Context: an optimization exercise on an open-source flow, tuned for small area, a short achievable clock period and few clock cycles. The choices shown serve that exercise and are no tape-out recipe.
In this exercise RTL edits were held to simulation tests only and were not proved equivalent to the original.
No activity file was given, so power comes from the tool's default toggle rates.

<file path="flow/config.mk">
export PLATFORM = sky130hd
export DESIGN_NAME = gpu_block
export DESIGN_NICKNAME = gpu_block
export VERILOG_FILES = /design/flow/design.v
export SDC_FILE = /design/flow/constraint.sdc
export NUM_CORES = 4
export LEC_CHECK = 0
export CAP_MARGIN = 20
export CORE_MARGIN = 2
export CORE_UTILIZATION = 40
export PLACE_DENSITY = 0.6
export SLEW_MARGIN = 20
</file>
<file path="flow/constraint.sdc">
create_clock -name core_clock -period 9.5 [get_ports {clk}]
set_input_delay 1.9000 -clock core_clock [delete_from_list [all_inputs] [get_ports {clk}]]
set_output_delay 1.9000 -clock core_clock [all_outputs]
set_load 0.01 [all_outputs]
</file>
<file path="flow/design.v">
module gpu_storage_register (
    input  wire         clk,
    input  wire         rst,
    input  wire         read_frame,
    input  wire [2:0]   control_in,
    input  wire [23:0]  color_in,
    input  wire [767:0] vertices_in,
    input  wire [7:0]   num_vertices_in,
    output wire [2:0]   control,
    output wire [23:0]  color,
    output wire [767:0] vertices,
    output wire [7:0]   num_vertices
);
    reg [2:0]   control_reg;
    reg [23:0]  color_reg;
    reg [767:0] vertices_reg;
    reg [7:0]   num_vertices_reg;
    always @(posedge clk or posedge rst) begin
        if (rst) begin
            control_reg      <= 3'b0;
            color_reg        <= 24'b0;
            vertices_reg     <= 768'b0;
            num_vertices_reg <= 8'b0;
        end else if (read_frame) begin
            control_reg      <= control_in;
            color_reg        <= color_in;
            vertices_reg     <= vertices_in;
            num_vertices_reg <= num_vertices_in;
        end
    end
    assign control      = control_reg;
    assign color        = color_reg;
    assign vertices     = vertices_reg;
    assign num_vertices = num_vertices_reg;
endmodule
module gpu_controller (
    input  wire       clk,
    input  wire       rst,
    input  wire       read_frame,
    input  wire [2:0] control,
    input  wire       pixel_ready,
    input  wire       data_read,
    input  wire       valid,
    input  wire       done1,
    input  wire       done2,
    output reg        start,
    output reg        data_ready,
    output reg        computation_done,
    output reg        next_pixel,
    output reg        strobe_fill,
    output reg        read_input,
    output reg        new_data,
    output reg        mode
);
    localparam IDLE      = 4'd0,
               READ      = 4'd1,
               BRANCH    = 4'd2,
               DRLN      = 4'd3,
               CHKERRL   = 4'd4,
               TR        = 4'd5,
               WAI1      = 4'd6,
               PIXELFILL = 4'd7,
               STROBE    = 4'd8,
               WAITERR   = 4'd9,
               CHKERR    = 4'd10,
               WAI2      = 4'd11,
               MWAI2     = 4'd12;
    reg [3:0] state, nextstate;
    always @(posedge clk or posedge rst) begin
        if (rst) state <= IDLE;
        else     state <= nextstate;
    end
    always @(*) begin
        nextstate = state;
        case (state)
            IDLE:      if (read_frame) nextstate = READ;
            READ:      nextstate = BRANCH;
            BRANCH:    if (control == 3'b001)      nextstate = DRLN;
                       else if (control == 3'b100) nextstate = STROBE;
                       else                        nextstate = PIXELFILL;
            DRLN:      if (done1)            nextstate = IDLE;
                       else if (pixel_ready) nextstate = CHKERRL;
            CHKERRL:   nextstate = valid ? TR : DRLN;
            TR:        if (data_read) nextstate = WAI1;
            WAI1:      nextstate = done1 ? IDLE : DRLN;
            PIXELFILL: nextstate = STROBE;
            STROBE:    nextstate = WAITERR;
            WAITERR:   nextstate = CHKERR;
            CHKERR:    nextstate = valid ? WAI2 : STROBE;
            WAI2:      if (data_read) nextstate = MWAI2;
            MWAI2:     if (done2 || control == 3'b011 || control == 3'b100) nextstate = IDLE;
                       else                                                  nextstate = STROBE;
            default:   nextstate = IDLE;
        endcase
    end
    always @(*) begin
        start            = 1'b0;
        data_ready       = 1'b0;
        computation_done = 1'b0;
        next_pixel       = 1'b0;
        strobe_fill      = 1'b0;
        read_input       = 1'b0;
        new_data         = 1'b0;
        mode             = 1'b0;
        case (state)
            IDLE:      computation_done = 1'b1;
            READ:      read_input = 1'b1;
            BRANCH:    start = (control == 3'b001);
            DRLN:      next_pixel = 1'b1;
            TR:        data_ready = 1'b1;
            PIXELFILL: begin new_data = 1'b1; mode = 1'b1; end
            STROBE:    begin strobe_fill = 1'b1; mode = 1'b1; end
            WAITERR:   mode = 1'b1;
            CHKERR:    mode = 1'b1;
            WAI2:      begin data_ready = 1'b1; mode = 1'b1; end
            MWAI2:     mode = 1'b1;
            default:   ;
        endcase
    end
endmodule
module sequencer (
    input  wire        clk,
    input  wire        rst,
    input  wire        start,
    input  wire        continue_in,
    input  wire        line_drawn,
    input  wire [7:0]  num_vertices,
    input  wire [15:0] connection,
    output reg         next_line,
    output reg         sequence_drawn,
    output wire [3:0]  addr
);
    localparam IDLE = 3'd0, FIND = 3'd1, FINDDONE = 3'd2, NLINE = 3'd3, DRAW = 3'd4, DONE = 3'd5;
    reg [2:0]  state, nextstate;
    reg [4:0]  count_reg;
    reg [15:0] mask_reg;
    reg        count_enable;
    wire       match_found;
    always @(posedge clk or posedge rst) begin
        if (rst) begin
            count_reg <= 5'b0;
            state     <= IDLE;
            mask_reg  <= 16'b0;
        end else begin
            state <= nextstate;
            if (start || continue_in) begin
                count_reg <= 5'b0;
                mask_reg  <= 16'h0001;
            end else if (count_enable) begin
                count_reg <= count_reg + 5'd1;
                mask_reg  <= {mask_reg[14:0], 1'b0};
            end
        end
    end
    always @(*) begin
        nextstate = state;
        case (state)
            IDLE:     if (start || continue_in) nextstate = FIND;
            FIND:     if (count_reg == num_vertices[4:0]) nextstate = DONE;
                      else if (match_found)               nextstate = NLINE;
                      else                                nextstate = FINDDONE;
            FINDDONE: nextstate = FIND;
            NLINE:    nextstate = DRAW;
            DRAW:     if (line_drawn) nextstate = FINDDONE;
            DONE:     nextstate = IDLE;
            default:  nextstate = IDLE;
        endcase
    end
    always @(*) begin
        next_line      = (state == NLINE);
        sequence_drawn = (state == DONE);
        count_enable   = (state == FINDDONE);
    end
    assign addr = count_reg[3:0];
    assign match_found = |(connection[7:0] & mask_reg[7:0]);
endmodule
module gpu_timer (
    input  wire       clk,
    input  wire       rst,
    input  wire       start,
    input  wire       sequence_drawn,
    input  wire [7:0] num_vertices,
    output reg        continue_out,
    output wire       done1,
    output wire [3:0] count
);
    reg  [4:0] count_reg;
    wire [4:0] count_inc = count_reg + 5'd1;
    always @(posedge clk or posedge rst) begin
        if (rst) begin
            count_reg    <= 5'b0;
            continue_out <= 1'b0;
        end else begin
            continue_out <= 1'b0;
            if (start)
                count_reg <= 5'b0;
            else if (count_reg == num_vertices[4:0])
                count_reg <= 5'b0;
            else if (sequence_drawn) begin
                count_reg <= count_inc;
                continue_out <= (count_inc != num_vertices[4:0]);
            end
        end
    end
    assign count = count_reg[3:0];
    assign done1 = (count_reg == num_vertices[4:0]);
endmodule
module coord_selector (
    input  wire         clk,
    input  wire         rst,
    input  wire         start,
    input  wire         continue_in,
    input  wire         line_drawn,
    input  wire [3:0]   count,
    input  wire [7:0]   num_vertices,
    input  wire [767:0] vertices,
    output wire [63:0]  two_points,
    output wire         next_line,
    output wire         sequence_drawn
);
    wire [3:0]  addr;
    wire [47:0] vtx [0:15];
    genvar k;
    generate
        for (k = 0; k < 16; k = k + 1) begin : g_vtx
            assign vtx[k] = vertices[767-48*k -: 48];
        end
    endgenerate
    wire [15:0] connection = vtx[count][47:32];
    wire [31:0] coord1     = vtx[count][31:0];
    wire [31:0] coord2     = vtx[addr][31:0];
    sequencer seq1 (
        .clk            (clk),
        .rst            (rst),
        .start          (start),
        .continue_in    (continue_in),
        .line_drawn     (line_drawn),
        .num_vertices   (num_vertices),
        .connection     (connection),
        .next_line      (next_line),
        .sequence_drawn (sequence_drawn),
        .addr           (addr)
    );
    assign two_points = {coord1, coord2};
endmodule
module line_alg_controller (
    input  wire       clk,
    input  wire       rst,
    input  wire       small_slope,
    input  wire       positive_slope,
    input  wire       next_line,
    input  wire       next_pixel,
    input  wire [7:0] status,
    output reg        load,
    output reg        strobe,
    output reg        read_data,
    output reg        line_drawn,
    output reg        pixel_ready,
    output reg  [3:0] enable
);
    localparam RSTIDLE = 5'd0,  LDRAWN = 5'd1,  IDLE = 5'd2,  IDLE2 = 5'd3,
               READ    = 5'd4,  READ2  = 5'd5,  BRANCH = 5'd6,
               NEL     = 5'd7,  NLP    = 5'd8,  NLW  = 5'd9,
               NES     = 5'd10, NSP    = 5'd11, NSW  = 5'd12,
               POL     = 5'd13, PLP    = 5'd14, PLW  = 5'd15,
               POS     = 5'd16, PSP    = 5'd17, PSW  = 5'd18;
    wire pos_small_pixel_rdy = status[0];
    wire pos_small_line_done = status[1];
    wire pos_large_pixel_rdy = status[2];
    wire pos_large_line_done = status[3];
    wire neg_small_pixel_rdy = status[4];
    wire neg_small_line_done = status[5];
    wire neg_large_pixel_rdy = status[6];
    wire neg_large_line_done = status[7];
    reg [4:0] state, nextstate;
    always @(posedge clk or posedge rst) begin
        if (rst) state <= RSTIDLE;
        else     state <= nextstate;
    end
    always @(*) begin
        nextstate = state;
        case (state)
            RSTIDLE: if (next_line) nextstate = IDLE2;
            LDRAWN:  nextstate = IDLE;
            IDLE:    if (next_line) nextstate = IDLE2;
            IDLE2:   nextstate = READ;
            READ:    nextstate = READ2;
            READ2:   nextstate = BRANCH;
            BRANCH:  if (positive_slope) nextstate = small_slope ? PSP : PLP;
                     else                nextstate = small_slope ? NSP : NLP;
            POS:     if (next_pixel) nextstate = pos_small_line_done ? LDRAWN : PSP;
            PSP:     if (pos_small_pixel_rdy) nextstate = PSW;
            PSW:     nextstate = POS;
            POL:     if (next_pixel) nextstate = pos_large_line_done ? LDRAWN : PLP;
            PLP:     if (pos_large_pixel_rdy) nextstate = PLW;
            PLW:     nextstate = POL;
            NES:     if (next_pixel) nextstate = neg_small_line_done ? LDRAWN : NSP;
            NSP:     if (neg_small_pixel_rdy) nextstate = NSW;
            NSW:     nextstate = NES;
            NEL:     if (next_pixel) nextstate = neg_large_line_done ? LDRAWN : NLP;
            NLP:     if (neg_large_pixel_rdy) nextstate = NLW;
            NLW:     nextstate = NEL;
            default: nextstate = RSTIDLE;
        endcase
    end
    always @(*) begin
        line_drawn  = 1'b0;
        pixel_ready = 1'b0;
        load        = 1'b0;
        strobe      = 1'b0;
        enable      = 4'b0000;
        read_data   = 1'b0;
        case (state)
            LDRAWN: line_drawn = 1'b1;
            READ:   read_data = 1'b1;
            READ2:  read_data = 1'b1;
            BRANCH: load = 1'b1;
            POS:    enable = 4'b0001;
            PSP:    begin strobe = 1'b1; enable = 4'b0001; end
            PSW:    begin pixel_ready = 1'b1; enable = 4'b0001; end
            POL:    enable = 4'b0010;
            PLP:    begin strobe = 1'b1; enable = 4'b0010; end
            PLW:    begin pixel_ready = 1'b1; enable = 4'b0010; end
            NES:    enable = 4'b0100;
            NSP:    begin strobe = 1'b1; enable = 4'b0100; end
            NSW:    begin pixel_ready = 1'b1; enable = 4'b0100; end
            NEL:    enable = 4'b1000;
            NLP:    begin strobe = 1'b1; enable = 4'b1000; end
            NLW:    begin pixel_ready = 1'b1; enable = 4'b1000; end
            default: ;
        endcase
    end
endmodule
module initial_calc (
    input  wire        clk,
    input  wire        rst,
    input  wire        read_data,
    input  wire [15:0] x1,
    input  wire [15:0] x2,
    input  wire [15:0] y1,
    input  wire [15:0] y2,
    output wire [15:0] xi,
    output wire [15:0] xf,
    output wire [15:0] yi,
    output wire [15:0] yf,
    output wire [15:0] dx,
    output wire [15:0] dy,
    output wire        positive_slope,
    output wire        small_slope
);
    reg [15:0] dx_reg, dy_reg, xi_reg, xf_reg, yi_reg, yf_reg;
    reg        small_slope_reg, positive_slope_reg;
    reg [15:0] dx_nxt, dy_nxt, xi_nxt, xf_nxt, yi_nxt, yf_nxt;
    reg        small_slope_nxt;
    wire       positive_slope_nxt;
    wire y1equaly2   = (y1 == y2);
    wire x1equalx2   = (x1 == x2);
    wire y1lessy2    = ($signed(y1) < $signed(y2));
    wire x1lessx2    = ($signed(x1) < $signed(x2));
    wire y1greatery2 = !y1lessy2 && !y1equaly2;
    wire x1greaterx2 = !x1lessx2 && !x1equalx2;
    wire x2greaterx1 = x1lessx2 && !x1equalx2;
    wire [15:0] absdx = dx_reg[15] ? (16'd0 - dx_reg) : dx_reg;
    wire [15:0] absdy = dy_reg[15] ? (16'd0 - dy_reg) : dy_reg;
    wire absdxgreaterabsdy = ($signed(absdx) >= $signed(absdy));
    assign positive_slope_nxt = (($signed(dx_reg) > 0) && ($signed(dy_reg) > 0)) ||
                                (($signed(dx_reg) < 0) && ($signed(dy_reg) < 0));
    always @(posedge clk or posedge rst) begin
        if (rst) begin
            dx_reg <= 16'b0;
            dy_reg <= 16'b0;
            xi_reg <= 16'b0;
            xf_reg <= 16'b0;
            yi_reg <= 16'b0;
            yf_reg <= 16'b0;
            positive_slope_reg <= 1'b0;
            small_slope_reg    <= 1'b0;
        end else begin
            dx_reg <= dx_nxt;
            dy_reg <= dy_nxt;
            xi_reg <= xi_nxt;
            xf_reg <= xf_nxt;
            yi_reg <= yi_nxt;
            yf_reg <= yf_nxt;
            positive_slope_reg <= positive_slope_nxt;
            small_slope_reg    <= small_slope_nxt;
        end
    end
    always @(*) begin
        xi_nxt = xi_reg;
        xf_nxt = xf_reg;
        yi_nxt = yi_reg;
        yf_nxt = yf_reg;
        small_slope_nxt = small_slope_reg;
        if (read_data) begin
            if (x1lessx2) begin xi_nxt = x1; xf_nxt = x2; end
            else          begin xi_nxt = x2; xf_nxt = x1; end
            if (y1lessy2) begin yi_nxt = y1; yf_nxt = y2; end
            else          begin yi_nxt = y2; yf_nxt = y1; end
            if (!positive_slope_nxt) begin
                if (absdxgreaterabsdy) begin
                    if (y1greatery2) begin yi_nxt = y1; yf_nxt = y2; end
                    else             begin yi_nxt = y2; yf_nxt = y1; end
                end else begin
                    if (x1greaterx2) begin xi_nxt = x1; xf_nxt = x2; end
                    else             begin xi_nxt = x2; xf_nxt = x1; end
                end
            end
            small_slope_nxt = absdxgreaterabsdy;
        end
    end
    always @(*) begin
        dx_nxt = dx_reg;
        dy_nxt = dy_reg;
        if (read_data) begin
            if (x2greaterx1 || (x1equalx2 && y1greatery2)) begin
                dx_nxt = x2 - x1;
                dy_nxt = y2 - y1;
            end else begin
                dx_nxt = x1 - x2;
                dy_nxt = y1 - y2;
            end
        end
    end
    assign positive_slope = positive_slope_reg;
    assign small_slope    = small_slope_reg;
    assign xi = xi_reg;
    assign xf = xf_reg;
    assign yi = yi_reg;
    assign yf = yf_reg;
    assign dx = dx_reg;
    assign dy = dy_reg;
endmodule
module positive_small_slope (
    input  wire        clk,
    input  wire        rst,
    input  wire        strobe,
    input  wire        load,
    input  wire        enable,
    input  wire [15:0] dx,
    input  wire [15:0] dy,
    input  wire [15:0] xi,
    input  wire [15:0] xf,
    input  wire [15:0] yi,
    input  wire [15:0] yf,
    output wire        pixel_done,
    output wire        line_done,
    output wire [15:0] x,
    output wire [15:0] y
);
    reg  [15:0] x_reg, y_reg, eps_reg, eps_plus_dy_reg;
    reg         wait_load_reg;
    reg  [15:0] x_nxt, y_nxt, eps_nxt, eps_plus_dy_nxt;
    wire        enstrobe = enable && strobe;
    wire [15:0] epsdy_min_dx     = eps_plus_dy_reg - dx;
    wire [15:0] epsdy_shift_left = {eps_plus_dy_reg[14:0], 1'b0};
    always @(posedge clk or posedge rst) begin
        if (rst) begin
            x_reg           <= 16'b0;
            y_reg           <= 16'b0;
            eps_reg         <= 16'b0;
            eps_plus_dy_reg <= 16'b0;
            wait_load_reg   <= 1'b0;
        end else begin
            x_reg           <= x_nxt;
            y_reg           <= y_nxt;
            eps_reg         <= eps_nxt;
            eps_plus_dy_reg <= eps_plus_dy_nxt;
            if (load)          wait_load_reg <= 1'b1;
            else if (enstrobe) wait_load_reg <= !wait_load_reg;
        end
    end
    always @(*) begin
        eps_plus_dy_nxt = eps_plus_dy_reg;
        if (!wait_load_reg) eps_plus_dy_nxt = eps_reg + dy;
        if (load)           eps_plus_dy_nxt = dy;
    end
    always @(*) begin
        x_nxt   = x_reg;
        y_nxt   = y_reg;
        eps_nxt = eps_reg;
        if (enstrobe) begin
            if (!wait_load_reg && (x_reg < xf))
                x_nxt = x_reg + 16'd1;
            if ((epsdy_shift_left >= dx) && !eps_plus_dy_reg[15]) begin
                eps_nxt = epsdy_min_dx;
                if (!wait_load_reg) y_nxt = y_reg + 16'd1;
            end else begin
                eps_nxt = eps_plus_dy_reg;
            end
        end
        if (load) begin
            x_nxt   = xi;
            y_nxt   = yi;
            eps_nxt = 16'b0;
        end
    end
    assign line_done  = (x_reg == xf);
    assign pixel_done = !wait_load_reg;
    assign x = x_reg;
    assign y = y_reg;
endmodule
module negative_small_slope (
    input  wire        clk,
    input  wire        rst,
    input  wire        strobe,
    input  wire        load,
    input  wire        enable,
    input  wire [15:0] dx,
    input  wire [15:0] dy,
    input  wire [15:0] xi,
    input  wire [15:0] xf,
    input  wire [15:0] yi,
    input  wire [15:0] yf,
    output wire        pixel_done,
    output wire        line_done,
    output wire [15:0] x,
    output wire [15:0] y
);
    reg  [15:0] x_reg, y_reg, eps_reg, eps_plus_dy_reg;
    reg         wait_load_reg;
    reg  [15:0] x_nxt, y_nxt, eps_nxt, eps_plus_dy_nxt;
    wire        enstrobe = enable && strobe;
    wire [15:0] epsdy_plus_dx    = eps_plus_dy_reg + dx;
    wire [15:0] epsdy_shift_left = {eps_plus_dy_reg[14:0], 1'b0};
    wire [15:0] neg_dx           = 16'd0 - dx;
    always @(posedge clk or posedge rst) begin
        if (rst) begin
            x_reg           <= 16'b0;
            y_reg           <= 16'b0;
            eps_reg         <= 16'b0;
            eps_plus_dy_reg <= 16'b0;
            wait_load_reg   <= 1'b0;
        end else begin
            x_reg           <= x_nxt;
            y_reg           <= y_nxt;
            eps_reg         <= eps_nxt;
            eps_plus_dy_reg <= eps_plus_dy_nxt;
            if (load)          wait_load_reg <= 1'b1;
            else if (enstrobe) wait_load_reg <= !wait_load_reg;
        end
    end
    always @(*) begin
        eps_plus_dy_nxt = eps_plus_dy_reg;
        if (!wait_load_reg) eps_plus_dy_nxt = eps_reg + dy;
        if (load)           eps_plus_dy_nxt = dy;
    end
    always @(*) begin
        x_nxt   = x_reg;
        y_nxt   = y_reg;
        eps_nxt = eps_reg;
        if (enstrobe) begin
            if (!wait_load_reg && ($signed(x_reg) < $signed(xf)))
                x_nxt = x_reg + 16'd1;
            if ($signed(epsdy_shift_left) <= $signed(neg_dx)) begin
                eps_nxt = epsdy_plus_dx;
                if (!wait_load_reg) y_nxt = y_reg - 16'd1;
            end else begin
                eps_nxt = eps_plus_dy_reg;
            end
        end
        if (load) begin
            x_nxt   = xi;
            y_nxt   = yi;
            eps_nxt = 16'b0;
        end
    end
    assign line_done  = (x_reg == xf);
    assign pixel_done = !wait_load_reg;
    assign x = x_reg;
    assign y = y_reg;
endmodule
module line_draw_algorithm (
    input  wire        clk,
    input  wire        rst,
    input  wire        next_line,
    input  wire        next_pixel,
    input  wire [63:0] twopoints,
    output wire        pixel_ready,
    output wire        line_drawn,
    output wire [31:0] line_coord
);
    wire [15:0] xps, xpl, xns, xnl, yps, ypl, yns, ynl;
    wire [3:0]  enable;
    wire [7:0]  status;
    wire        read_data, strobe, load;
    wire [15:0] xi, xf, yi, yf, dx, dy;
    wire        positive_slope, small_slope;
    wire [15:0] x1 = twopoints[63:48];
    wire [15:0] y1 = twopoints[47:32];
    wire [15:0] x2 = twopoints[31:16];
    wire [15:0] y2 = twopoints[15:0];
    wire [15:0] negdx = 16'd0 - dx;
    wire [15:0] negdy = 16'd0 - dy;
    positive_small_slope pos_small_slope (
        .clk(clk), .rst(rst), .strobe(strobe), .load(load), .enable(enable[0]),
        .dx(dx), .dy(dy), .xi(xi), .xf(xf), .yi(yi), .yf(yf),
        .pixel_done(status[0]), .line_done(status[1]), .x(xps), .y(yps)
    );
    positive_small_slope pos_large_slope (
        .clk(clk), .rst(rst), .strobe(strobe), .load(load), .enable(enable[1]),
        .dx(dy), .dy(dx), .xi(yi), .xf(yf), .yi(xi), .yf(xf),
        .pixel_done(status[2]), .line_done(status[3]), .x(ypl), .y(xpl)
    );
    negative_small_slope neg_small_slope (
        .clk(clk), .rst(rst), .strobe(strobe), .load(load), .enable(enable[2]),
        .dx(dx), .dy(dy), .xi(xi), .xf(xf), .yi(yi), .yf(yf),
        .pixel_done(status[4]), .line_done(status[5]), .x(xns), .y(yns)
    );
    negative_small_slope neg_large_slope (
        .clk(clk), .rst(rst), .strobe(strobe), .load(load), .enable(enable[3]),
        .dx(negdy), .dy(negdx), .xi(yi), .xf(yf), .yi(xi), .yf(xf),
        .pixel_done(status[6]), .line_done(status[7]), .x(ynl), .y(xnl)
    );
    line_alg_controller line_alg_cntr (
        .clk(clk), .rst(rst),
        .small_slope(small_slope), .positive_slope(positive_slope),
        .next_line(next_line), .next_pixel(next_pixel), .status(status),
        .load(load), .strobe(strobe), .read_data(read_data),
        .line_drawn(line_drawn), .pixel_ready(pixel_ready), .enable(enable)
    );
    initial_calc init_calc (
        .clk(clk), .rst(rst), .read_data(read_data),
        .x1(x1), .x2(x2), .y1(y1), .y2(y2),
        .xi(xi), .xf(xf), .yi(yi), .yf(yf), .dx(dx), .dy(dy),
        .positive_slope(positive_slope), .small_slope(small_slope)
    );
    wire [15:0] x_l = (enable == 4'b0001) ? xps :
                      (enable == 4'b0010) ? xpl :
                      (enable == 4'b0100) ? xns :
                      (enable == 4'b1000) ? xnl : 16'b0;
    wire [15:0] y_l = (enable == 4'b0001) ? yps :
                      (enable == 4'b0010) ? ypl :
                      (enable == 4'b0100) ? yns :
                      (enable == 4'b1000) ? ynl : 16'b0;
    assign line_coord = {x_l, y_l};
endmodule
module pixel_fill (
    input  wire        clk,
    input  wire        rst,
    input  wire        strobe_fill,
    input  wire        new_data,
    input  wire [15:0] xi,
    input  wire [15:0] yi,
    input  wire [15:0] w,
    input  wire [15:0] h,
    output wire        done2,
    output wire [15:0] x,
    output wire [15:0] y
);
    reg [15:0] countx_reg, county_reg;
    reg        strobe_d;
    wire       y_pulse = (countx_reg == w) && strobe_d;
    always @(posedge clk or posedge rst) begin
        if (rst) begin
            countx_reg <= 16'b0;
            county_reg <= 16'b0;
            strobe_d   <= 1'b0;
        end else begin
            strobe_d <= strobe_fill;
            if (new_data)         countx_reg <= xi;
            else if (strobe_fill) countx_reg <= countx_reg + 16'd1;
            else if (y_pulse)     countx_reg <= 16'b0;
            if (new_data)         county_reg <= yi;
            else if (y_pulse)     county_reg <= county_reg + 16'd1;
        end
    end
    assign x     = countx_reg;
    assign y     = county_reg;
    assign done2 = (county_reg == h);
endmodule
module coord_to_address (
    input  wire [31:0] fill_coord,
    input  wire [31:0] line_coord,
    input  wire        mode,
    output wire        valid_address,
    output wire [19:0] address
);
    wire [15:0] x_fill = fill_coord[31:16];
    wire [15:0] y_fill = fill_coord[15:0];
    wire [15:0] x_line = line_coord[31:16];
    wire [15:0] y_line = line_coord[15:0];
    wire x_fill_valid = !x_fill[15] && ($signed(x_fill) <= $signed(16'h02D0));
    wire y_fill_valid = !y_fill[15] && ($signed(y_fill) <= $signed(16'h01E0));
    wire x_line_valid = !x_line[15] && ($signed(x_line) <= $signed(16'h02D0));
    wire y_line_valid = !y_line[15] && ($signed(y_line) <= $signed(16'h01E0));
    wire [19:0] fill_addr = y_fill[15:0] * 20'd480 + {{4{x_fill[15]}}, x_fill};
    wire [19:0] line_addr = y_line[15:0] * 20'd480 + {{4{x_line[15]}}, x_line};
    assign valid_address = mode ? (x_fill_valid && y_fill_valid) : (x_line_valid && y_line_valid);
    assign address       = mode ? fill_addr : line_addr;
endmodule
module drawlogic_block (
    input  wire         clk,
    input  wire         rst,
    input  wire         start,
    input  wire         new_data,
    input  wire         strobe_fill,
    input  wire         next_pixel,
    input  wire [7:0]   num_vertices,
    input  wire [767:0] vertices,
    output wire         done1,
    output wire         done2,
    output wire         pixel_ready,
    output wire [31:0]  fill_coord,
    output wire [31:0]  line_coord
);
    wire [15:0] xi = vertices[767:752];
    wire [15:0] yi = vertices[751:736];
    wire [15:0] w  = vertices[735:720];
    wire [15:0] h  = vertices[719:704];
    wire [15:0] x, y;
    wire        sequence_drawn, line_drawn, next_line, continue_sig;
    wire [3:0]  count;
    wire [63:0] two_points;
    pixel_fill drw_pixel_fill (
        .clk(clk), .rst(rst), .strobe_fill(strobe_fill), .new_data(new_data),
        .xi(xi), .yi(yi), .w(w), .h(h), .done2(done2), .x(x), .y(y)
    );
    gpu_timer drw_gpu_timer (
        .clk(clk), .rst(rst), .start(start), .sequence_drawn(sequence_drawn),
        .num_vertices(num_vertices), .continue_out(continue_sig), .done1(done1), .count(count)
    );
    line_draw_algorithm drw_line_draw_algorithm (
        .clk(clk), .rst(rst), .next_line(next_line), .next_pixel(next_pixel),
        .twopoints(two_points), .pixel_ready(pixel_ready), .line_drawn(line_drawn),
        .line_coord(line_coord)
    );
    coord_selector drw_coord_selector (
        .clk(clk), .rst(rst), .start(start), .continue_in(continue_sig),
        .line_drawn(line_drawn), .count(count), .num_vertices(num_vertices),
        .vertices(vertices), .two_points(two_points), .next_line(next_line),
        .sequence_drawn(sequence_drawn)
    );
    assign fill_coord = {x, y};
endmodule
module gpu_block (
    input  wire         clk,
    input  wire         rst,
    input  wire         read_frame,
    input  wire         pixel_done,
    input  wire [2:0]   control_in,
    input  wire [7:0]   num_vertices_in,
    input  wire [23:0]  color_in,
    input  wire [767:0] vertices_in,
    output wire         computation_done,
    output wire         pixel_ready,
    output wire [23:0]  data_in,
    output wire [19:0]  address_in
);
    wire [2:0]   control;
    wire [23:0]  color;
    wire [767:0] vertices;
    wire [7:0]   num_vertices;
    wire         valid, done1, done2, start, data_ready, next_pixel;
    wire         strobe_fill, read_input, new_data, mode;
    wire [31:0]  fill_coord, line_coord;
    wire [19:0]  address;
    gpu_storage_register COMstorage_register (
        .clk(clk), .rst(rst), .read_frame(read_frame),
        .control_in(control_in), .color_in(color_in), .vertices_in(vertices_in),
        .num_vertices_in(num_vertices_in),
        .control(control), .color(color), .vertices(vertices), .num_vertices(num_vertices)
    );
    gpu_controller COMgpu_controller (
        .clk(clk), .rst(rst), .read_frame(read_frame), .control(control),
        .pixel_ready(data_ready), .data_read(pixel_done), .valid(valid),
        .done1(done1), .done2(done2),
        .start(start), .data_ready(pixel_ready), .computation_done(computation_done),
        .next_pixel(next_pixel), .strobe_fill(strobe_fill), .read_input(read_input),
        .new_data(new_data), .mode(mode)
    );
    drawlogic_block COMdrawlogic_block (
        .clk(clk), .rst(rst), .start(start), .new_data(new_data),
        .strobe_fill(strobe_fill), .next_pixel(next_pixel),
        .num_vertices(num_vertices), .vertices(vertices),
        .done1(done1), .done2(done2), .pixel_ready(data_ready),
        .fill_coord(fill_coord), .line_coord(line_coord)
    );
    coord_to_address COMcoord_to_address (
        .fill_coord(fill_coord), .line_coord(line_coord), .mode(mode),
        .valid_address(valid), .address(address)
    );
    assign data_in    = color;
    assign address_in = address;
endmodule
</file>
<file path="flow/run.sh">
#!/bin/bash
# synth_recipe.tcl (not shown) runs the flow's synth.tcl, then flattens the netlist and writes it again
# the make line also repeats each setting of config.mk as NAME=value (left out here)
make -C /OpenROAD-flow-scripts/flow DESIGN_CONFIG=/design/flow/config.mk WORK_HOME=/design/flow/orfs CLKGATE_MAP_FILE= SYNTH_SCRIPT=/design/flow/synth_recipe.tcl finish
</file>
==> results.cfg <==
[outcome]
status = timing/DRC/antenna clean

[logic_synthesis]
synth_area_um2 = 71720
synth_seq_cells = 1106
synth_most_common_cell = dfrtp_1
synth_area_leader_cell = dfrtp_1
ys_seq_area_share_pct = 38.59
syn_inst = 7239
ys_top_cells_by_count = 1106 x dfrtp_1, 701 x mux2_2, 434 x nor2_1
async_reset_ff_share_pct = 100.0
yosysTopAreaCellShare_pct = 38.59
synth_edf_count = 0
synth_warnings = 10
synth_ff_type = dfrtp_1
syn-num-nets = 8529
synth.distinct_cells = 115
synth.avg_cell_area_um2 = 9.907
ys_top_cells_by_area = dfrtp_1 39%, mux2_2 11%, ha_1 7.4%

[finish]
nets = 9094
area_growth_pct = 20.30
final_core_util_pct = 48.41
drive_gt1_share_pct = 14.73

[grt]
grt_max_degree = 188
antenna_found_initial = 114
grt_pass1_wl_um = 439400
overflow = 0
grt_pass1_vias = 62890
grt_util_all_layers_pct = 32.83

[sta]
max_freq_ghz = 0.1108
hold_violations = 0
setup_viol = 0
clock_skew_ps = 45.85
relSlewSlack_pct = 14.65
fin_crit_sh_pct = 95.00
slew_violations = 0
fin_crit_ps = 9025
setup_tns_ps = 0
worst_slew_pin_slew_ps = 1280
fin_hold_ws_ps = 471.9

[route]
first_iter_violations = 7917
drc_errors = 0
vias = 64420
dr.pass1.iters = 10
ant_nets = 0
wirelength_um = 306600
wl_per_cell_um = 29.68
viasPerCell = 6.236

[power_and_ir_drop]
leakagePower_uw = 0.03656
power_density_nw_per_um2 = 417.4
vdd_drop_max_uv = 495.6

[run]
maxCapViolCount = 0

[clock_network]
cts_root_buffer = clkbuf_16
insertion_delay_ps = 830
cts-buffers-inserted = 133
cts_buffer_depth = 3
htreeDepth = 4
cts_sinks = 1106
clk_transition_reported_paths_ps = 60
cts_tree = done

[place]
io_buffers = 737
dp_hpwl_um = 229100
gp_congestion = 0.9802

[setup_path]
startpoint_type = flip-flop
cp_max_fo = 17
worstSetupPathType = flip-flop to output port
cp_data_required_time_ps = 7600
arrival_ps = 7120
critPathCaptureType = output port
reg2reg_setup_slack_ps = 2220

[die]
die_h_um = 427.4
pin_count = 853
core_area_um2 = 178200
fp.dieW_um = 427.4
rows = 155
die_area_um2 = 182700
initial_core_util_pct = 40.24

[min_path]
hold_class = flip-flop to flip-flop
-- layout make-up --
class	instances	area, µm²
Fill cell	16520	91950
Inverter	314	1182
Clock buffer	191	3766
Multi-Input combinational cell	5379	41230
Timing Repair Buffer	870	8579
Antenna cell	65	162.7
Clock inverter	50	734.5
Sequential cell	1106	27680
Tap cell	2355	2947
-- cells by family (layout without fill, tap and decap cells) --
group / after synthesis / count (layout) / synth area share [%]
mux: 808 / 808 / 12.50
xor+xnor: 355 / 355 / 4.335
simple gates: 1851 / 1851 / 13.17
compound gates: 1880 / 1880 / 18.21
buf+inv: 754 / 1425 / 4.152
flops: 1106 / 1106 / 38.59
other cells: 0 / 65 / 0
fa+ha+maj: 485 / 485 / 9.040
-- worst max-delay path, cell delays in order, from the launching register on --
cell and delay [ps]:
dfrtp_2 480, ha_2 260, nor4bb_4 170, buf_4 170
or2_1 220, buf_4 220, a221o_2 510, xor2_1 250
xnor2_1 120, fa_1 510, inv_1 50, ha_1 310
nor2b_1 150, o31a_1 270, o211ai_1 220, a21oi_1 130
a2111o_1 410, xor2_1 230, ha_1 290, a21o_1 160
a31o_2 210, xnor2_1 140, mux2i_1 220, clkdlybuf4s50_1 610
-- layer usage --
layer	GRT usage [%]	routed length, µm	vias to the layer above
met5	0	431	-
met4	18.21	19610	56
met3	9.193	30930	897
met2	50.81	137300	3501
met1	41.23	118300	31840
li1	-	-	28120
-- layout by cell type (no fill, tap or decap), drive strengths merged, types with 96 or more instances in the layout --
cell,count
buf,134
a221oi,96
nor2,439
a21oi,387
clkdlybuf4s50,734
ha,427
clkbuf,191
o21ai,357
xnor2,249
and3,142
a21o,104
dfrtp,1106
nand4,125
nor3,163
mux2,703
inv,318
nand2,401
a22oi,270
nand3,212
xor2,106
a22o,96
mux2i,105
-- path summary, 6_finish.rpt --
| kind | start | end | depth (start not counted) |
|---|---|---|---|
| worst max-delay path | flip-flop | address_in[18] | 23 |
| worst min-delay path | COMstorage_register.vertices_reg[763]$_DFFE_PP0P_ | COMdrawlogic_block.drw_pixel_fill.countx_reg[11]$_DFFE_PP0P_ | 2 |
| worst max register to register | COMdrawlogic_block.drw_gpu_timer.count_reg[2]$_DFFE_PP0P_ | flip-flop | 18 |
| worst min register to register | COMstorage_register.vertices_reg[763]$_DFFE_PP0P_ | COMdrawlogic_block.drw_pixel_fill.countx_reg[11]$_DFFE_PP0P_ | 2 |
| max in group asynchronous | rst | COMstorage_register.vertices_reg[505]$_DFFE_PP0P_ | 5 |
| min in group asynchronous | rst | COMstorage_register.vertices_reg[389]$_DFFE_PP0P_ | 2 |
-- through the flow --
step / worst slack (ps) / area [µm²] / power, µW / std cells
after floorplan: -7661 / 71720 / 23270 / 7239
after CTS: 17.51 / 85990 / 35680 / 10260
final: 475.1 / 86280 / 36020 / 10330
after global routing: -8.546 / 86240 / 38480 / 10310
after detailed placement: 712.3 / 81460 / 30180 / 10020
after global placement: 650.4 / 81460 / 29890 / 10020
-- power by group --
group	switching [µW]	internal (µW)	leakage, µW	total [µW]
Clock	2270	3050	0.00220	5320
Combinational	14000	9370	0.0211	23300
Sequential	1590	5760	0.0133	7350
Total	17800	18200	0.0366	36000
-- timing repair --
| item | in CTS | in global routing |
|---|---|---|
| endpoints found under the setup margin | 2 | 5 |
| pin swaps | 1 | 0 |
| setup buffers | 1 | 4 |
| hold buffers | 0 | 0 |
| resized for setup | 8 | 7 |
Testbench counts, summed over its fixed seeds: cycles 861,451.

## afterwards: timing with drivers on the ports
The flow's constraints put no driver on any port. The routed layout listed below was extracted and timed again, unchanged, in two steps. Step 1, drivers: a clkbuf_16 drives clk and a buf_2 each remaining input, both assumed. Step 2 also shifts input and output timing later by t, the mid clock arrival at the registers, as if the neighbouring blocks saw the same clock. Slacks: ideal / step 1 / step 2; pairs: ideal / step 1.
t (ns): 0.901
slack for setup (ns): 0.475 / 0.376 / 1.277
worst hold slack (ns): 0.472 / 0.472 / 0.472
slew at the worst register clock pin (ns): 0.07 / 0.07
After both steps this run still meets setup and hold. The setup slack of this run moves by -0.099 ns with the drivers and by +0.802 ns with both steps.
